This is an optimization exercise on Yosys and OpenROAD, whose aim is small area, not a production implementation. Only simulation tests tie the RTL to the original design; equivalence was not proved. The clock port is modelled as an ideal driver, which makes a skipped or thinned clock tree look cheaper than it is; a real chip needs a root buffer or a tree. Power and IR drop assume default switching activity.

==> design/flow/design.v <==
module hex_full(h, s);
    input [3:0] h;
    output [6:0] s;
    assign s[0] = (~h[3] & ~h[2] & ~h[1] & h[0]) | (~h[3] & h[2] & ~h[1] & ~h[0]) | (h[3] & ~h[2] & h[1] & h[0]) | (h[3] & h[2] & ~h[1] & h[0]);
    assign s[1] = (~h[3] & h[2] & ~h[1] & h[0]) | (h[3] & h[2] & ~h[0]) | (h[3] & h[1] & h[0]) | (h[2] & h[1] & ~h[0]);
    assign s[2] = (~h[3] & ~h[2] & h[1] & ~h[0]) | (h[3] & h[2] & h[1]) | (h[3] & h[2] & ~h[0]);
    assign s[3] = (~h[3] & h[2] & ~h[1] & ~h[0]) | (h[3] & ~h[2] & h[1] & ~h[0]) | (~h[2] & ~h[1] & h[0]) | (h[2] & h[1] & h[0]);
    assign s[4] = (~h[3] & h[2] & ~h[1]) | (~h[3] & h[0]) | (~h[2] & ~h[1] & h[0]);
    assign s[5] = (~h[3] & ~h[2] & h[1]) | (~h[3] & ~h[2] & h[0]) | (~h[3] & h[1] & h[0]) | (h[3] & h[2] & ~h[1] & h[0]);
    assign s[6] = (~h[3] & ~h[2] & ~h[1]) | (~h[3] & h[2] & h[1] & h[0]) | (h[3] & h[2] & ~h[1] & ~h[0]);
endmodule
module hex_dec(h, s);
    input [3:0] h;
    output [6:0] s;
    assign s[0] = (~h[3] & ~h[2] & ~h[1] & h[0]) | (h[2] & ~h[1] & ~h[0]);
    assign s[1] = (h[2] & ~h[1] & h[0]) | (h[2] & h[1] & ~h[0]);
    assign s[2] = (~h[2] & h[1] & ~h[0]);
    assign s[3] = (~h[2] & ~h[1] & h[0]) | (h[2] & ~h[1] & ~h[0]) | (h[2] & h[1] & h[0]);
    assign s[4] = (h[2] & ~h[1]) | (h[0]);
    assign s[5] = (~h[3] & ~h[2] & h[0]) | (~h[2] & h[1]) | (h[1] & h[0]);
    assign s[6] = (~h[3] & ~h[2] & ~h[1]) | (h[2] & h[1] & h[0]);
endmodule
module hex_tens(h, s);
    input [2:0] h;
    output [6:0] s;
    assign s[0] = (h[2]) | (~h[1] & h[0]);
    assign s[1] = 1'b0;
    assign s[2] = (h[1] & ~h[0]);
    assign s[3] = (h[2]) | (~h[1] & h[0]);
    assign s[4] = (h[2]) | (h[0]);
    assign s[5] = (h[1]) | (h[0]);
    assign s[6] = (~h[2] & ~h[1]);
endmodule
module Panorama(SW, KEY, CLOCK_50, LEDR, HEX0, HEX1, HEX2, HEX3, HEX4, HEX5, HEX6, HEX7, LEDG);
    input [17:0] SW;
    input [3:0] KEY;
    input CLOCK_50;
    output [17:0] LEDR;
    output [6:0] HEX0, HEX1, HEX2, HEX3, HEX4, HEX5, HEX6, HEX7;
    output [7:0] LEDG;
    wire clk = CLOCK_50;
    wire resetn = KEY[0];
    wire next = ~KEY[1];
    wire go = ~KEY[3];
    wire hint = SW[17];
    localparam S_WAIT_DEC = 4'd0, S_LD3 = 4'd1, S_LD2 = 4'd3, S_LD1 = 4'd2, S_LD0 = 4'd6, S_LDW = 4'd7, S_BWW = 4'd5, S_WB = 4'd12, S_WBC = 4'd13, S_WBCW = 4'd15, S_GO = 4'd14, S_GOW = 4'd10, S_GOWW = 4'd11, S_RW = 4'd8;
    localparam F_OFF = 2'd0, F_ON = 2'd1, F_CHECK = 2'd2, F_STOP = 2'd3;
    reg [3:0] st;
    reg [1:0] fst;
    reg [3:0] d3, d2, d1, d0;
    reg [2:0] tt;
    reg [3:0] to;
    reg [8:0] rr;
    reg [1:0] ftn;
    reg [9:0] uc;
    reg ft;
    reg timeranout;
    reg result;
    reg [4:0] sct;
    reg [3:0] sco;
    wire chk = (st[3] & st[2] & ~st[1]) | (st[3] & st[2] & st[0]);
    wire chk2 = (st[3] & ~st[1] & st[0]);
    wire over = (st[3] & st[2] & st[1] & ~st[0]);
    wire overwait = (st[3] & ~st[2] & st[1]);
    wire reset_digits = (st[3] & ~st[2] & ~st[1]);
    wire [10:0] p3;
    assign p3[0] = (d3[0]);
    assign p3[1] = (d3[1]);
    assign p3[2] = (~d3[2] & d3[0]) | (d3[2] & ~d3[0]);
    assign p3[3] = (~d3[3] & ~d3[2] & ~d3[1] & d3[0]) | (d3[3] & ~d3[0]) | (d3[2] & d3[1]) | (d3[1] & ~d3[0]);
    assign p3[4] = (~d3[3] & ~d3[2] & d3[0]) | (~d3[2] & d3[1]) | (d3[2] & ~d3[1]);
    assign p3[5] = (d3[3]) | (d3[2]) | (d3[1]) | (d3[0]);
    assign p3[6] = (d3[3]) | (d3[2]) | (d3[1]) | (d3[0]);
    assign p3[7] = (d3[3] & ~d3[0]) | (d3[2] & ~d3[0]) | (d3[1] & ~d3[0]);
    assign p3[8] = (d3[3] & ~d3[0]) | (d3[2] & ~d3[1] & ~d3[0]) | (d3[1] & d3[0]);
    assign p3[9] = (d3[3] & ~d3[0]) | (d3[2] & d3[1]) | (d3[2] & d3[0]);
    assign p3[10] = (d3[3] & d3[0]);
    wire [7:0] p2;
    assign p2[0] = (d2[0]);
    assign p2[1] = (d2[1]);
    assign p2[2] = (d2[2]);
    assign p2[3] = (~d2[3] & d2[0]) | (d2[3] & ~d2[0]);
    assign p2[4] = (~d2[3] & ~d2[1] & d2[0]) | (d2[1] & ~d2[0]);
    assign p2[5] = (d2[3] & d2[0]) | (~d2[2] & d2[1] & ~d2[0]) | (d2[2] & ~d2[1]) | (d2[2] & d2[0]);
    assign p2[6] = (d2[3]) | (~d2[2] & d2[1] & d2[0]) | (d2[2] & ~d2[1]);
    assign p2[7] = (d2[3]) | (d2[2] & d2[1]);
    wire [5:0] p1;
    assign p1[0] = (d1[0]);
    assign p1[1] = (d1[1]);
    assign p1[2] = (~d1[2] & d1[0]) | (d1[2] & ~d1[0]);
    assign p1[3] = (d1[3]) | (~d1[2] & d1[1]) | (d1[2] & ~d1[1] & d1[0]) | (d1[1] & ~d1[0]);
    assign p1[4] = (d1[2] & ~d1[1]) | (d1[2] & ~d1[0]);
    assign p1[5] = (d1[3]) | (d1[2] & d1[1] & d1[0]);
    wire ax1 = d0[3] ^ p1[2];
    wire ax2 = d0[3] & p1[2];
    wire ax3 = p1[3] ^ p2[2];
    wire ax4 = p1[3] & p2[2];
    wire ax5 = p1[4] ^ p2[3];
    wire ax6 = p1[4] & p2[3];
    wire ax7 = p1[5] ^ p2[4];
    wire ax8 = p1[5] & p2[4];
    wire ax9 = d0[2] ^ p1[1];
    wire ax10 = d0[2] & p1[1];
    wire ax11 = ax1 ^ p2[1] ^ p3[0];
    wire ax12 = (ax1 & p2[1]) | (ax1 & p3[0]) | (p2[1] & p3[0]);
    wire ax13 = ax2 ^ ax3 ^ p3[1];
    wire ax14 = (ax2 & ax3) | (ax2 & p3[1]) | (ax3 & p3[1]);
    wire ax15 = ax4 ^ ax5 ^ p3[2];
    wire ax16 = (ax4 & ax5) | (ax4 & p3[2]) | (ax5 & p3[2]);
    wire ax17 = ax6 ^ ax7 ^ p3[3];
    wire ax18 = (ax6 & ax7) | (ax6 & p3[3]) | (ax7 & p3[3]);
    wire ax19 = ax8 ^ p2[5] ^ p3[4];
    wire ax20 = (ax8 & p2[5]) | (ax8 & p3[4]) | (p2[5] & p3[4]);
    wire ax21 = p2[6] ^ p3[5];
    wire ax22 = p2[6] & p3[5];
    wire ax23 = p2[7] ^ p3[6];
    wire ax24 = p2[7] & p3[6];
    wire ax25 = d0[1] ^ p1[0];
    wire ax26 = d0[1] & p1[0];
    wire ax27 = ax9 ^ p2[0] ^ ax26;
    wire ax28 = (ax9 & p2[0]) | (ax9 & ax26) | (p2[0] & ax26);
    wire ax29 = ax10 ^ ax11 ^ ax28;
    wire ax30 = (ax10 & ax11) | (ax10 & ax28) | (ax11 & ax28);
    wire ax31 = ax12 ^ ax13 ^ ax30;
    wire ax32 = (ax12 & ax13) | (ax12 & ax30) | (ax13 & ax30);
    wire ax33 = ax14 ^ ax15 ^ ax32;
    wire ax34 = (ax14 & ax15) | (ax14 & ax32) | (ax15 & ax32);
    wire ax35 = ax16 ^ ax17 ^ ax34;
    wire ax36 = (ax16 & ax17) | (ax16 & ax34) | (ax17 & ax34);
    wire ax37 = ax18 ^ ax19 ^ ax36;
    wire ax38 = (ax18 & ax19) | (ax18 & ax36) | (ax19 & ax36);
    wire ax39 = ax20 ^ ax21 ^ ax38;
    wire ax40 = (ax20 & ax21) | (ax20 & ax38) | (ax21 & ax38);
    wire ax41 = ax22 ^ ax23 ^ ax40;
    wire ax42 = (ax22 & ax23) | (ax22 & ax40) | (ax23 & ax40);
    wire ax43 = ax24 ^ p3[7] ^ ax42;
    wire ax44 = (ax24 & p3[7]) | (ax24 & ax42) | (p3[7] & ax42);
    wire ax45 = p3[8] ^ ax44;
    wire ax46 = p3[8] & ax44;
    wire ax47 = p3[9] ^ ax46;
    wire ax48 = p3[9] & ax46;
    wire ax49 = p3[10] ^ ax48;
    wire [13:0] answer = {ax49, ax47, ax45, ax43, ax41, ax39, ax37, ax35, ax33, ax31, ax29, ax27, ax25, d0[0]};
    wire [13:0] diff = answer ^ SW[13:0];
    wire correct = (diff == 14'd0) && ~timeranout;
    wire endtime = (tt == 3'd0) && (to == 4'd0) && (rr == 9'd0);
    wire gameover = endtime || (correct && chk2);
    wire sub = chk2 && ~correct;
    wire [3:0] bin;
    assign bin[0] = SW[1] | SW[3] | SW[5] | SW[7] | SW[9];
    assign bin[1] = SW[2] | SW[3] | SW[6] | SW[7];
    assign bin[2] = SW[4] | SW[5] | SW[6] | SW[7];
    assign bin[3] = SW[8] | SW[9];
    reg any_sw, many_sw;
    integer i;
    always @(*) begin
        any_sw = 1'b0;
        many_sw = 1'b0;
        for (i = 0; i < 10; i = i + 1) begin
            many_sw = many_sw | (any_sw & SW[i]);
            any_sw = any_sw | SW[i];
        end
    end
    wire bin_ok = any_sw & ~many_sw;
    reg [3:0] st_n;
    always @(*) begin
        case (st)
            S_WAIT_DEC: st_n = next ? S_LD3 : (go ? S_BWW : S_WAIT_DEC);
            S_LD3: st_n = S_LD2;
            S_LD2: st_n = S_LD1;
            S_LD1: st_n = S_LD0;
            S_LD0: st_n = S_LDW;
            S_LDW: st_n = next ? S_LDW : S_WAIT_DEC;
            S_BWW: st_n = go ? S_BWW : S_WB;
            S_WB: st_n = gameover ? S_GO : (go ? S_WBC : S_WB);
            S_WBC: st_n = gameover ? S_GO : S_WBCW;
            S_WBCW: st_n = gameover ? S_GO : (go ? S_WBCW : S_WB);
            S_GO: st_n = S_GOW;
            S_GOW: st_n = go ? S_GOW : S_GOWW;
            S_GOWW: st_n = go ? S_RW : S_GOW;
            S_RW: st_n = go ? S_RW : S_WAIT_DEC;
            default: st_n = S_WAIT_DEC;
        endcase
    end
    always @(posedge clk)
        st <= resetn ? st_n : S_WAIT_DEC;
    always @(posedge clk) begin
        if (!resetn || reset_digits) begin
            d3 <= 4'd0;
            d2 <= 4'd0;
            d1 <= 4'd0;
            d0 <= 4'd0;
        end else if (bin_ok) begin
            if ((~st[2] & ~st[1] & st[0])) d3 <= d2;
            if ((~st[3] & ~st[2] & st[1] & st[0])) d2 <= d1;
            if ((~st[3] & ~st[2] & st[1] & ~st[0])) d1 <= d0;
            if ((~st[3] & st[2] & ~st[0])) d0 <= bin;
        end
    end
    localparam [8:0] RR_499 = 9'd388;
    wire [8:0] rr_step = {rr[7:0], ~(rr[8] ^ rr[4])};
    wire s_lt2 = (tt == 3'd0) && (to[3:1] == 3'd0);
    wire t_zero = sub && s_lt2;                  
    wire t_load = (!chk || endtime) && !t_zero;  
    wire t_clr = t_load || t_zero;
    wire rr_hold = sub && !s_lt2;
    wire rr_zero = (rr == 9'd0);
    wire [8:0] rr_n = ~{9{t_clr}} & (({9{rr_hold}} & rr) |
                                     ({9{!rr_hold && rr_zero}} & RR_499) |
                                     ({9{!rr_hold && !rr_zero}} & rr_step));
    wire to_lt2 = (to[3:1] == 3'd0);
    wire tt_dec = sub ? to_lt2 : (rr_zero && to == 4'd0);
    wire [2:0] tt_n = ({3{t_load}} & 3'd4) |
                      ({3{!t_clr && tt_dec}} & (tt - 3'd1)) |
                      ({3{!t_clr && !tt_dec}} & tt);
    always @(posedge clk) begin
        rr <= rr_n;
        tt <= tt_n;
        if (t_clr)
            to <= 4'd0;
        else if (sub)
            to <= to_lt2 ? to + 4'd8 : to - 4'd2;
        else if (rr_zero)
            to <= (to == 4'd0) ? 4'd9 : to - 4'd1;
    end
    always @(posedge clk) begin
        if (endtime)
            timeranout <= 1'b1;
        else if (!resetn || reset_digits)
            timeranout <= 1'b0;
    end
    always @(posedge clk) begin
        if (!resetn) begin
            result <= 1'b0;
            sct <= 5'd0;
            sco <= 4'd0;
        end else if (over) begin
            result <= correct;
            if (!correct || (sct == 5'd25 && sco == 4'd5)) begin
                sct <= 5'd0;
                sco <= 4'd0;
            end else if (sco == 4'd9) begin
                sco <= 4'd0;
                sct <= sct + 5'd1;
            end else
                sco <= sco + 4'd1;
        end
    end
    localparam [9:0] UC_0 = 10'd735, UC_99 = 10'd615, UC_123 = 10'd800, UC_248 = 10'd544,
                     UC_498 = 10'd552, UC_998 = 10'd608;
    wire f_dur = (uc == UC_99);
    reg [9:0] uc_last;
    always @(*) begin
        case (ftn)
            2'd0: uc_last = UC_123;
            2'd1: uc_last = UC_248;
            2'd2: uc_last = UC_498;
            default: uc_last = UC_998;
        endcase
    end
    wire en = chk && (fst != F_STOP);
    wire check = (fst == F_CHECK);
    wire fchg = !resetn ? (ftn != 2'd3 || fst == F_STOP) : (check && tt != {1'b0, ftn});
    wire [9:0] uc_step = {uc[8:0], ~(uc[9] ^ uc[6])};
    always @(posedge clk) begin
        if (!resetn)
            ftn <= 2'd3;
        else if (check)
            ftn <= tt[1:0];
        ft <= en && (uc == uc_last);
        if (!en || fchg || ft)
            uc <= UC_0;
        else
            uc <= uc_step;
    end
    always @(posedge clk) begin
        if (!resetn)
            fst <= F_OFF;
        else case (fst)
            F_OFF: fst <= ft ? F_ON : F_OFF;
            F_ON: fst <= f_dur ? F_CHECK : F_ON;
            F_CHECK: fst <= tt[2] ? F_STOP : F_OFF;
            default: fst <= F_STOP;
        endcase
    end
    wire lose = ~result && overwait;
    wire flash = (fst == F_ON) && chk;
    assign LEDG = {8{result && overwait}};
    assign LEDR[13:0] = {14{lose}} | ({14{hint && chk}} & diff) | {14{~hint && flash}};
    assign LEDR[17:14] = {4{lose || flash}};
    hex_dec H0(.h(d0), .s(HEX0));
    hex_dec H1(.h(d1), .s(HEX1));
    hex_dec H2(.h(d2), .s(HEX2));
    hex_dec H3(.h(d3), .s(HEX3));
    hex_dec H4(.h(to), .s(HEX4));
    hex_tens H5(.h(tt), .s(HEX5));
    hex_dec H6(.h(sco), .s(HEX6));
    hex_full H7(.h(sct[3:0]), .s(HEX7));
endmodule
==> design/flow/flow/run.sh <==
#!/bin/bash
# The standard ORFS layout (standard.sh) with these changes:
#  - synthesis: adders are not extracted into adder cells and ABC maps the logic with an
#    area-oriented script (flow/synth.tcl, flow/area.abc); registers are unchanged;
#  - port buffers are the smallest buffer cell instead of the one buffer_ports picks;
#  - clock tree synthesis adds no dummy loads and builds the tree from clkbuf_4 cells, after
#    which its eight leaves are merged into four clkbuf_8 driven straight from the clock port
#    and the root buffer is dropped (flow/root_buf.tcl).
# Each tool's output goes to a log here: flow_to_cts.log, root_buf.log, flow_finish.log
# (ORFS also keeps each step's log under orfs/logs).
set -euo pipefail
export FLOW_WORK="$PWD"
export FLOW_ABC_SCRIPT="$PWD/flow/area.abc"
export BUFFER_PORTS_ARGS="-buffer_cell sky130_fd_sc_hd__buf_1"
export CTS_ARGS="-sink_clustering_enable -repair_clock_nets -dont_use_dummy_load -buf_list {sky130_fd_sc_hd__clkbuf_4}"
bash standard.sh SYNTH_SCRIPT="$PWD/flow/synth.tcl" cts > flow_to_cts.log 2>&1
export FLOW_CTS_ODB="$PWD/orfs/results/sky130hd/Panorama/base/4_cts.odb"
openroad -no_init -exit "$PWD/flow/root_buf.tcl" > root_buf.log 2>&1
bash standard.sh SYNTH_SCRIPT="$PWD/flow/synth.tcl" finish > flow_finish.log 2>&1
==> design/flow/flow/area.abc <==
&get -n
&st
&deepsyn -T 30
&put
dch
amap
==> design/flow/flow/root_buf.tcl <==
set odb $::env(FLOW_CTS_ODB)
read_db $odb
set block [ord::get_db_block]
set clk [$block findNet CLOCK_50]
set buf8 [[ord::get_db] findMaster sky130_fd_sc_hd__clkbuf_8]
proc out_net {inst} {
  foreach it [$inst getITerms] { if {[$it isOutputSignal]} { return [$it getNet] } }
  return ""
}
proc in_iterm {inst} {
  foreach it [$inst getITerms] { if {[$it isInputSignal]} { return $it } }
  return ""
}
set root ""
foreach it [$clk getITerms] { if {[$it isInputSignal]} { set root [$it getInst] } }
set rootnet [out_net $root]
set leaves {}
foreach it [$rootnet getITerms] {
  if {[$it isInputSignal]} { lappend leaves [$it getInst] }
}
puts "root [$root getName] with [llength $leaves] leaves"
# pair leaves greedily by distance
set left $leaves
while {[llength $left] > 1} {
  set a [lindex $left 0]
  set ax [lindex [$a getLocation] 0]; set ay [lindex [$a getLocation] 1]
  set best ""; set bd 1e18
  foreach b [lrange $left 1 end] {
    set d [expr {abs([lindex [$b getLocation] 0] - $ax) + abs([lindex [$b getLocation] 1] - $ay)}]
    if {$d < $bd} { set bd $d; set best $b }
  }
  set anet [out_net $a]
  set bnet [out_net $best]
  foreach st [$bnet getITerms] {
    if {[$st isInputSignal]} { $st disconnect; $st connect $anet }
  }
  puts "merged [$best getName] into [$a getName]"
  odb::dbInst_destroy $best
  odb::dbNet_destroy $bnet
  $a swapMaster $buf8
  set ai [in_iterm $a]
  $ai disconnect
  $ai connect $clk
  set i [lsearch -exact $left $best]
  set left [lreplace $left $i $i]
  set left [lrange $left 1 end]
}
foreach a $left {
  set ai [in_iterm $a]
  $ai disconnect
  $ai connect $clk
}
odb::dbInst_destroy $root
odb::dbNet_destroy $rootnet
set n 0
foreach it [$clk getITerms] { incr n }
puts "clock port drives $n cell pins"
detailed_placement
check_placement -verbose
write_db $odb
==> design/flow/flow/synth.tcl <==
# The standard synthesis (the same steps as synth_recipe.tcl) with two differences in the
# combinational logic only:
#  - Yosys's extract_fa is skipped, so adders stay plain gates that ABC can optimise freely;
#  - ABC maps the logic with flow/area.abc (area-oriented) instead of ORFS's speed script.
# Registers are mapped by the standard steps before ABC runs, so they are the standard
# synthesis's own (same names, count and cell types).
proc synth {args} { yosys synth -nofsm -noshare {*}$args }
proc extract_fa {args} { puts "extract_fa skipped" }
proc abc {args} {
  set i [lsearch -exact $args -script]
  if {$i >= 0} { set args [lreplace $args [expr {$i + 1}] [expr {$i + 1}] $::env(FLOW_ABC_SCRIPT)] }
  yosys abc {*}$args
}
source $::env(SCRIPTS_DIR)/synth.tcl
# left out here: clear keep_hierarchy, flatten, clean up, hide names made inside functions, write 1_2_yosys.v
==> design/flow/standard.sh <==
#!/bin/bash
# synth_recipe.tcl (not shown) runs the flow's synth.tcl, then flattens the netlist and writes it again
# the make line also repeats each setting of config.mk as NAME=value (left out here)
make -C /OpenROAD-flow-scripts/flow DESIGN_CONFIG=/design/flow/config.mk WORK_HOME=/design/flow/orfs CLKGATE_MAP_FILE= SYNTH_SCRIPT=/design/flow/synth_recipe.tcl "${@:-finish}"
==> design/flow/config.mk <==
export PLATFORM = sky130hd
export DESIGN_NAME = Panorama
export DESIGN_NICKNAME = Panorama
export VERILOG_FILES = /design/flow/design.v
export SDC_FILE = /design/flow/constraint.sdc
export NUM_CORES = 4
export LEC_CHECK = 0
export CAP_MARGIN = 20
export CORE_MARGIN = 2
export CORE_UTILIZATION = 60
export CTS_BUF_LIST = sky130_fd_sc_hd__clkbuf_2 sky130_fd_sc_hd__clkbuf_4 sky130_fd_sc_hd__clkbuf_8
export SLEW_MARGIN = 20
==> design/flow/constraint.sdc <==
create_clock -name core_clock -period 25.0 [get_ports {CLOCK_50}]
set_input_delay 5.0000 -clock core_clock [delete_from_list [all_inputs] [get_ports {CLOCK_50}]]
set_output_delay 5.0000 -clock core_clock [all_outputs]
set_load 0.01 [all_outputs]
==> impl_metrics.csv <==
group,metric,value,unit
routing,initialDrtViolationCount,238,
cts,post_cts_buffers,0,
routing,drt-vias-per-instance,5.86,
sta,slew_headroom,39.6,%
sta,timing.final.hold_violations,0,
global_routing,grt.overflow.total,0,
cells_and_area,final-instance-count-excl-fill,791,
job,timing.max_cap.violations,0,
logic_synthesis,synth_fp_nets,646,
floorplan,floorplan.die_area,0.00742,mm2
floorplan,num_rows,29,
power_and_ir_drop,power.share.switching,24.6,%
critical_path,critical_path_class,"in -> out",
logic_synthesis,synth_sequential_area_ratio,30.7,%
logic_synthesis,synth_top_area_cell,"dfxtp_1",
logic_synthesis,mappedNetlistArea,0.00405,mm2
logic_synthesis,top_flip_flop_cell_by_instance_count_after_synthesis,"dfxtp_1",
place,io_buffers,99,
power_and_ir_drop,power.density_cell_area,35.4,mW/mm2
sta,finalCritPeriodShare,45.2,%
cts,post_cts_hold_buffer_count,0,
sta,setup_slack,13700,ps
power_and_ir_drop,vdd_ir_drop_max,0.0493,mV
global_routing,groute.usage.overall,28.8,%
sta,rsz0062_at_grt,"false",
critical_path,crit_path_end_kind,"output pin",
place,numPlacedInstances,787,
routing,detail_route.first_pass.iterations,5,
place,dp.final_hpwl,8460,um
cts,clock_sink_count,62,
critical_path,timing.critical_path.arrival,6300,ps
logic_synthesis,postSynth.asyncResetShare,0,%
place,post-place-ws,13770,ps
global_routing,grt_start_max_net_pins,21,
cts,cts_resized,0,
routing,overall_via_count_from_detail_route,4637,
global_routing,antenna_found_initial,0,
routing,postRouteWirelength,10700,um
logic_synthesis,mapped_avg_cell_area,6.50,um2
cells_and_area,num_antenna_cells,0,
status,status,"no timing/DRC/antenna violations",
floorplan,floorplan.die.height,86.1,um
floorplan,initial_core_util,63.0,%
logic_synthesis,synth.yosys.warnings,1,
global_routing,grt_pass1_wl,17700,um
floorplan,dieWidth,86.1,um
sta,final.setup.tns,0,ps
cts,clock_insertion_delay_worst_skew,170,ps
sta,timing.clock.skew,19.1,ps
logic_synthesis,synth_top_area_cells,"dfxtp_1 (31%), nor2_1 (11%), clkinv_1 (8.7%)",
critical_path,timing.critical_path.required,20000,ps
worst_hold_path,timing.hold.worst.class,"reg -> reg",
cts,clkTransAtPathRegs,120,ps
logic_synthesis,syn-instance-count,623,
cells_and_area,area.growth.synth_to_final,10.7,%
logic_synthesis,number_of_synthesized_flops_with_an_enable_pin,0,
cells_and_area,nNetsFinal,739,
sta,timing.final.max_slew_violations,0,
routing,ant_nets,0,
global_routing,grt_pass1_vias,4075,
critical_path,worst-path-max-fanout,15,
sta,setup_viol,0,
routing,avgRoutedWirePerCell,13.5,um
cells_and_area,layout-drive-gt1-share,0.560,%
critical_path,critical_path_startpoint_category,"primary input",
power_and_ir_drop,comb_power_share,9.6,%
logic_synthesis,yosys.cell_types.count,44,
power_and_ir_drop,static-leakage-power,0.00159,uW
power_and_ir_drop,power.share.clock,26.5,%
logic_synthesis,synth.ff_latch_count,62,
floorplan,core,0.00642,mm2
cells_and_area,most_frequent_standard_cell_in_the_layout_excluding_fill_and_tap_cells,"nor2_1",
place,finalWeightedCongestion,1.01,
logic_synthesis,synthDominantCellAreaShare,30.7,%
cells_and_area,num-fill-cells,615,
sta,min_period,11300,ps
sta,worst_slew_pin_slew,899,ps
sta,worst_hold_slack,440,ps
routing,drc,0,
power_and_ir_drop,cellInternalPower,120,uW
floorplan,floorplan.io_pins,105,
cells_and_area,most-common-layout-cells,"nor2_1 (117), buf_1 (99), clkinv_1 (94)",
power_and_ir_drop,net-switching-power,39.0,uW
power_and_ir_drop,pwr-share-seq,63.9,%
sta,max_clock_freq,88.5,MHz
## cells by family (layout without fill, tap and decap cells)
kind of cell           count (synthesis)  count (layout)  share of synthesized area (%)
other                                  1               1                         0.0926
XOR/XNOR                               3               3                          0.649
AND/OR/NAND/NOR                      266             266                           28.3
buffers and inverters                106             197                           10.9
flip-flops                            62              62                           30.7
AO/OA/AOI/OAI                        185             185                           29.4
## through the flow
stage	util (%)	instance area, um2	power, uW
after floorplan	-	4050	113
after global placement	68.9	4430	118
after detailed placement	68.9	4430	118
after CTS	70.0	4490	168
after global routing	69.8	4480	163
final	69.8	4480	159
## area by class of cell
cell class              instances  area, um2  area share, %
clock buffers                   4       55.1           1.23
inverters                      94        353           7.87
multi-input cells             455       2360           52.8
flip-flops and latches         62       1240           27.7
well taps                      77       96.3           2.15
repair buffers                 99        372           8.29
## synthesized netlist by cell type (2+ instances only)
| cell type | number |
|---|---|
| o32a_1 | 2 |
| o221a_1 | 3 |
| nand2_1 | 73 |
| nor4_1 | 5 |
| clkinv_1 | 94 |
| a221oi_1 | 5 |
| nor2b_1 | 5 |
| o221ai_1 | 4 |
| dfxtp_1 | 62 |
| xnor2_1 | 3 |
| nand3_1 | 5 |
| nor2_1 | 117 |
| a22oi_1 | 7 |
| a21oi_1 | 28 |
| a211oi_1 | 6 |
| o22ai_1 | 23 |
| nand4_1 | 4 |
| o21bai_1 | 3 |
| a2111oi_0 | 2 |
| or2_0 | 12 |
| o21a_1 | 22 |
| or3_1 | 5 |
| a31oi_1 | 6 |
| o21ai_0 | 58 |
| buf_4 | 12 |
| or4_1 | 3 |
| nor3_1 | 33 |
| o32ai_1 | 4 |
| a32oi_1 | 2 |
## routing by layer
| layer | wire length [um] | global-route usage, % |
|---|---|---|
| met5 | 0 | 0 |
| met4 | 204 | 8.51 |
| met3 | 598 | 3.46 |
| met2 | 5280 | 51.2 |
| met1 | 4620 | 36.6 |
## power groups by stage
stage | clock (uW) | sequential, uW | combinational (uW)
6_report | 41.9 | 101 | 15.3
5_1_grt | 44.4 | 101 | 17.2
4_1_cts | 51.6 | 101 | 14.9
3_5_place_dp | 0 | 104 | 14.8
3_3_place_gp | 0 | 104 | 14.7
2_1_floorplan | 0 | 103 | 10.3
## state kept, by name (all words and copies together), names as in the netlist
| signal | cells |
|---|---|
| ftn | 2 |
| rr | 9 |
| fst | 2 |
| tt | 3 |
| ft | 1 |
| d3 | 4 |
| d1 | 4 |
| d0 | 4 |
| uc | 10 |
| timeranout | 1 |
| st | 4 |
| sct | 5 |
| sco | 4 |
| d2 | 4 |
| result | 1 |
| to | 4 |
## critical path, cell delays in order
cell	delay, ps
buf_1	90
nand2_1	300
nand2b_1	510
o21a_1	240
buf_1	160
## path summary, 6_finish.rpt
check,from,endpoint,slack (ps),cells after the start
worst max-delay path,SW[17],LEDR[5],13700,5
worst min-delay path,uc[4],uc[5],440,2
worst max register to register,d1[0],to[2],18420,30
worst min register to register,uc[4],uc[5],440,2

-- separate check: timing with driven ports --
How much do the figures lean on ideal ports? The routed layout below was timed once more, with nothing changed but the port constraints.
Step 1 sets driving cells, clkbuf_16 on the clock port and buf_2 on the other inputs (assumed; they add their load-dependent delay and slew).
Step 2 moves the port delays by t, midway between the first and last clock arrival at a register: inputs arrive t later, outputs are due t later. That takes back most of the time a late clock gives input paths.
a / b / c = ideal / step 1 / step 2; a / b = the first two.
t (ns): 0.222
slack for setup (ns): 13.699 / 13.674 / 13.674
worst setup path at the end: input to output
clock arrival spread, ns: 0.019 / 0.019
worst register clock-pin slew, ns: 0.12 / 0.12
After both steps setup and hold are still met in this run. For this run, drivers alone change the setup slack by -0.025 ns; drivers and shift together by -0.025 ns.
